From an optimization exercise on the open Yosys and OpenROAD flow, aimed at small area and a short achievable clock period; shortcuts taken in it are not production practice.
Function was checked by simulation only, so behaviour that the tests miss may differ from the original.
Power and IR drop assume default switching activity.

Setup of v54:
// reduce_prime2r
module reduce_prime2r(
    input               clk,rst_n,
    input [69:0]        c,
    output reg [24:0]   res
    );
Size: roughly 81 flip-flops, ~5000 µm² of cells after synthesis.
Settings: LEC_CHECK=0, ABC_CLOCK_PERIOD_IN_PS=2000, CAP_MARGIN=20, CORE_MARGIN=2, CORE_UTILIZATION=60, CTS_BUF_LIST=sky130_fd_sc_hd__clkbuf_4 sky130_fd_sc_hd__clkbuf_8, PLACE_DENSITY=0.75, SETUP_SLACK_MARGIN=2.8, SLEW_MARGIN=20, SYNTH_HIERARCHICAL=1; clock period 5.3 ns.
standard.sh (not shown) runs the stock make flow with config.mk's settings and CLKGATE_MAP_FILE= SYNTH_SCRIPT=/design/flow/synth_recipe.tcl, a recipe that flattens the netlist after the stock synthesis.
==> flow/flow/run.sh <==
#!/bin/bash
set -euo pipefail
export BUFFER_PORTS_ARGS="-buffer_cell sky130_fd_sc_hd__buf_1"
bash standard.sh > standard_flow.log 2>&1
Both conditions hold for v54: the flow ran to the end and the final layout passed the timing, DRC and antenna checks.
Inputs modified between v54 and v15:
- ABC_CLOCK_PERIOD_IN_PS no longer set, was 2000
- SETUP_SLACK_MARGIN now 2.7, was 2.8
Results
- All of v15 and v54 finish clean.
- Compared with v54, via count of the routed design in v15 decreased by a few percent.
- Compared with v54, v15 is more frugal on power.
- Against v54, wire length in v15 came out better.
- Changes observed in v15 relative to v54: power density over cell area saw an increase, sequential power saw little to no change.
- Going from v54 to v15, worst endpoint required time went down, area added between synthesis and finish went down, final cell count went down, worst IR drop on VDD went up, highest clock rate went down.
Modified inputs, v39 compared to v15
- SETUP_SLACK_MARGIN: 2.7 -> 2.8
--- outcome ---
The run showing the smaller final cycle utilization of the critical path is v39. Looking at global routing met1 resource utilization across v39 and v15, the one that comes out higher is v15. Compared with v15, v39 ends up with more cell area. After synthesis and placement, the instance count of v39 is above that of v15.

---

Another version of the RTL of reduce_prime2r (not shown whole).
Size in the first run: about 81 flip-flops, ~97 I/O pins.
Settings: LEC_CHECK=0, CAP_MARGIN=20, CORE_MARGIN=2, CORE_UTILIZATION=60, CTS_BUF_LIST=sky130_fd_sc_hd__clkbuf_4 sky130_fd_sc_hd__clkbuf_8, PLACE_DENSITY=0.75, SETUP_SLACK_MARGIN=2.8, SLEW_MARGIN=20, SYNTH_HIERARCHICAL=1; clock period 5.3 ns.
Scripts as last shown in full above: flow/flow/run.sh
The first run finished clean.
Change:
Settings changed: CAP_MARGIN 20 to 0, SLEW_MARGIN 20 to 0.
What happened: The changed run completed without violations. Flip-flop and latch count is unchanged. Core utilization does not change. Via count does not change. Power is unchanged. Design area is unchanged. Area after synthesis does not change. Setup slack does not change. Routed wire length is unchanged.

---

## build 50
reduce_prime2r, a different RTL version from the one above (not shown whole).
Size in the first run: roughly 420 cells after synthesis, about 79 flip-flops, about 97 I/O pins, ~4900 um^2 of cells after synthesis.
==> flow/config.mk <==
export PLATFORM = sky130hd
export DESIGN_NAME = reduce_prime2r
export DESIGN_NICKNAME = reduce_prime2r
export VERILOG_FILES = /design/flow/design.v
export SDC_FILE = /design/flow/constraint.sdc
export NUM_CORES = 4
export LEC_CHECK = 0
export CAP_MARGIN = 20
export CORE_MARGIN = 2
export CORE_UTILIZATION = 60
export CTS_BUF_LIST = sky130_fd_sc_hd__clkbuf_2 sky130_fd_sc_hd__clkbuf_4 sky130_fd_sc_hd__clkbuf_8
export PLACE_DENSITY = 0.75
export SETUP_SLACK_MARGIN = 2.7
export SLEW_MARGIN = 20
export SYNTH_HIERARCHICAL = 1
==> flow/constraint.sdc <==
create_clock -name core_clock -period 5.3 [get_ports {clk}]
set_input_delay 1.0600 -clock core_clock [delete_from_list [all_inputs] [get_ports {clk}]]
set_output_delay 1.0600 -clock core_clock [all_outputs]
set_load 0.01 [all_outputs]
Scripts as last shown in full above: flow/flow/run.sh
> inputs changed (build 50 -> build 68)
diff --git a/flow/config.mk b/flow/config.mk
--- a/flow/config.mk
+++ b/flow/config.mk
@@ -9,5 +9,6 @@
 export CORE_MARGIN = 2
 export CORE_UTILIZATION = 60
-export CTS_BUF_LIST = sky130_fd_sc_hd__clkbuf_2 sky130_fd_sc_hd__clkbuf_4 sky130_fd_sc_hd__clkbuf_8
+export CTS_BUF_LIST = sky130_fd_sc_hd__clkbuf_4 sky130_fd_sc_hd__clkbuf_8
+export GPL_ROUTABILITY_DRIVEN = 0
 export PLACE_DENSITY = 0.75
 export SETUP_SLACK_MARGIN = 2.7
[summary]
| global-route wire length before repair | build 68 vs build 50 | better |. Against build 50, register-to-register slack in build 68 came out worse. Build 68: design area 0.33% above build 50. Looking at capturing instance or port of the critical path, the rb[16]$_DFF_P_ result is from build 50; the rdg2$_DFF_P_ one comes from build 68. Routed wire length of build 68 falls short of that of build 50 by a few percent. Sort build 50 and build 68 by area added between synthesis and finish asc -> top: build 50. | power | build 50 vs build 68 | ≈ equal |. Build 68 packs its core more tightly than build 50. Summary of the comparison: worst path arrival time is higher in build 68, relative to build 50. Compared to build 50, build 68 has worst setup slack 3.2 ps lower.
Input changes introduced in build 73 (baseline for comparison: build 68):
diff --git a/flow/config.mk b/flow/config.mk
--- a/flow/config.mk
+++ b/flow/config.mk
@@ -10,7 +10,7 @@
 export CORE_UTILIZATION = 60
 export CTS_BUF_LIST = sky130_fd_sc_hd__clkbuf_4 sky130_fd_sc_hd__clkbuf_8
-export GPL_ROUTABILITY_DRIVEN = 0
 export PLACE_DENSITY = 0.75
 export SETUP_SLACK_MARGIN = 2.7
 export SLEW_MARGIN = 20
 export SYNTH_HIERARCHICAL = 1
+export TNS_END_PERCENT = 30
--- outcome ---
As far as final antenna diode count goes, build 68 and build 73 are indistinguishable; the numbers are identical. Per the comparison of build 73 with build 68, design area ~0 delta; synthesized area divided by synthesized cell count saw little to no change; clock-buffer cell count went down by 1; total power fell by 0.54%; clock period minus worst slack shows an increase of 96 ps. Number of ordinary inverters in the final layout came out exactly the same in build 68 and build 73. On measured slew at the worst slew-check pin, build 68 and build 73 are basically level. Looking at fraction of power consumed by combinational cells, build 73 sits above build 68. Total wire length for build 73: 1.8% up relative to build 68.
The inputs of build 78 differ from those of build 73 as listed below.
diff --git a/flow/config.mk b/flow/config.mk
--- a/flow/config.mk
+++ b/flow/config.mk
@@ -14,3 +14,2 @@
 export SLEW_MARGIN = 20
 export SYNTH_HIERARCHICAL = 1
-export TNS_END_PERCENT = 30
Findings:
For the area added between synthesis and finish, build 78 came in 0.18 points lower than build 73 did.
Build 78 against build 73: portion of the clock cycle consumed by the worst path in the final layout -1.9 points, worst slack after detailed placement up 11 ps, setup slack up 100 ps.
The lower switching portion of total power of build 78 and build 73 is in build 78.
Cmp build 78 vs build 73: routed wire length higher in build 78

---

== rev 12 ==
reduce_prime2r again, from the RTL that the note above started with.
// reduce_prime2r
module reduce_prime2r(
    input               clk,rst_n,
    input [69:0]        c,
    output reg [24:0]   res
    );
clock: 5.3 ns
lec_check: 0
cap_margin: 20
core_margin: 2
core_utilization: 60
cts_buf_list: sky130_fd_sc_hd__clkbuf_4 sky130_fd_sc_hd__clkbuf_8
place_density: 0.75
setup_slack_margin: 2.75
slew_margin: 20
synth_hierarchical: 1
Scripts as last shown in full above: flow/flow/run.sh
Rev 12 finished every stage and its layout cleared the timing, DRC and antenna checks.
## Diff of input files: rev 13 against rev 12
- SETUP_SLACK_MARGIN removed (was 2.75)
Lower number of setup buffers added after CTS goes to rev 13 over rev 12.
For the clock power, rev 13 came in about 7% lower than rev 12 did.
Rev 13 against rev 12: hold slack lower; total routed wirelength lower.
Total leakage power in rev 13 is 3.7% lower than in rev 12
Rev 12 has completed all stages; timing, DRC and antenna checks passed.
Rev 13 ran to completion and came out clean on the timing, DRC and antenna checks.
Measured against each other, rev 13 and rev 12 differ in proportion of cell area occupied by multi-input gates, the higher figure coming from rev 12.
Per the comparison of rev 13 with rev 12, power per standard cell area down 0.79%, utilization down 2.8 points, fraction of power consumed by combinational cells fell 0.9 points.

port drivers added, routing unchanged:
The results above use ideal ports. As a check the final layouts listed here were re-extracted and re-timed, cells and wires unchanged.
Step 1 sets driving cells, clkbuf_16 on the clock port and buf_2 on the other inputs (assumed; they add their load-dependent delay and slew).
Step 2 also shifts input and output timing later by t, the mid clock arrival at the registers, as if the neighbouring blocks saw the same clock.
a / b / c = ideal ports / drivers / drivers and shift; a / b = the first two.
run | t (ns) | setup slack, ns | latest minus earliest clock arrival (ns)
v54 | 0.370 | 2.796 / 2.801 / 2.430 | 0.008 / 0.007
v15 | 0.370 | 2.710 / 2.722 / 2.352 | 0.018 / 0.017
v39 | 0.370 | 2.796 / 2.801 / 2.430 | 0.008 / 0.007
the first run of note 2 | 0.378 | 2.783 / 2.791 / 2.413 | 0.011 / 0.012
the second run of note 2 | 0.378 | 2.783 / 2.791 / 2.413 | 0.011 / 0.012
build 50 | 0.384 | 2.724 / 2.727 / 2.343 | 0.009 / 0.008
build 68 | 0.386 | 2.721 / 2.729 / 2.343 | 0.009 / 0.008
build 73 | 0.373 | 2.625 / 2.632 / 2.259 | 0.011 / 0.012
build 78 | 0.384 | 2.724 / 2.727 / 2.343 | 0.009 / 0.008
rev 12 | 0.397 | 2.757 / 2.764 / 2.367 | 0.011 / 0.010
rev 13 | 0.379 | 2.486 / 2.496 / 2.117 | 0.012 / 0.012
After both steps every run listed still meets setup and hold. For rev 12, which loses most, drivers alone change the setup slack by +0.007 ns; drivers and shift together by -0.390 ns.
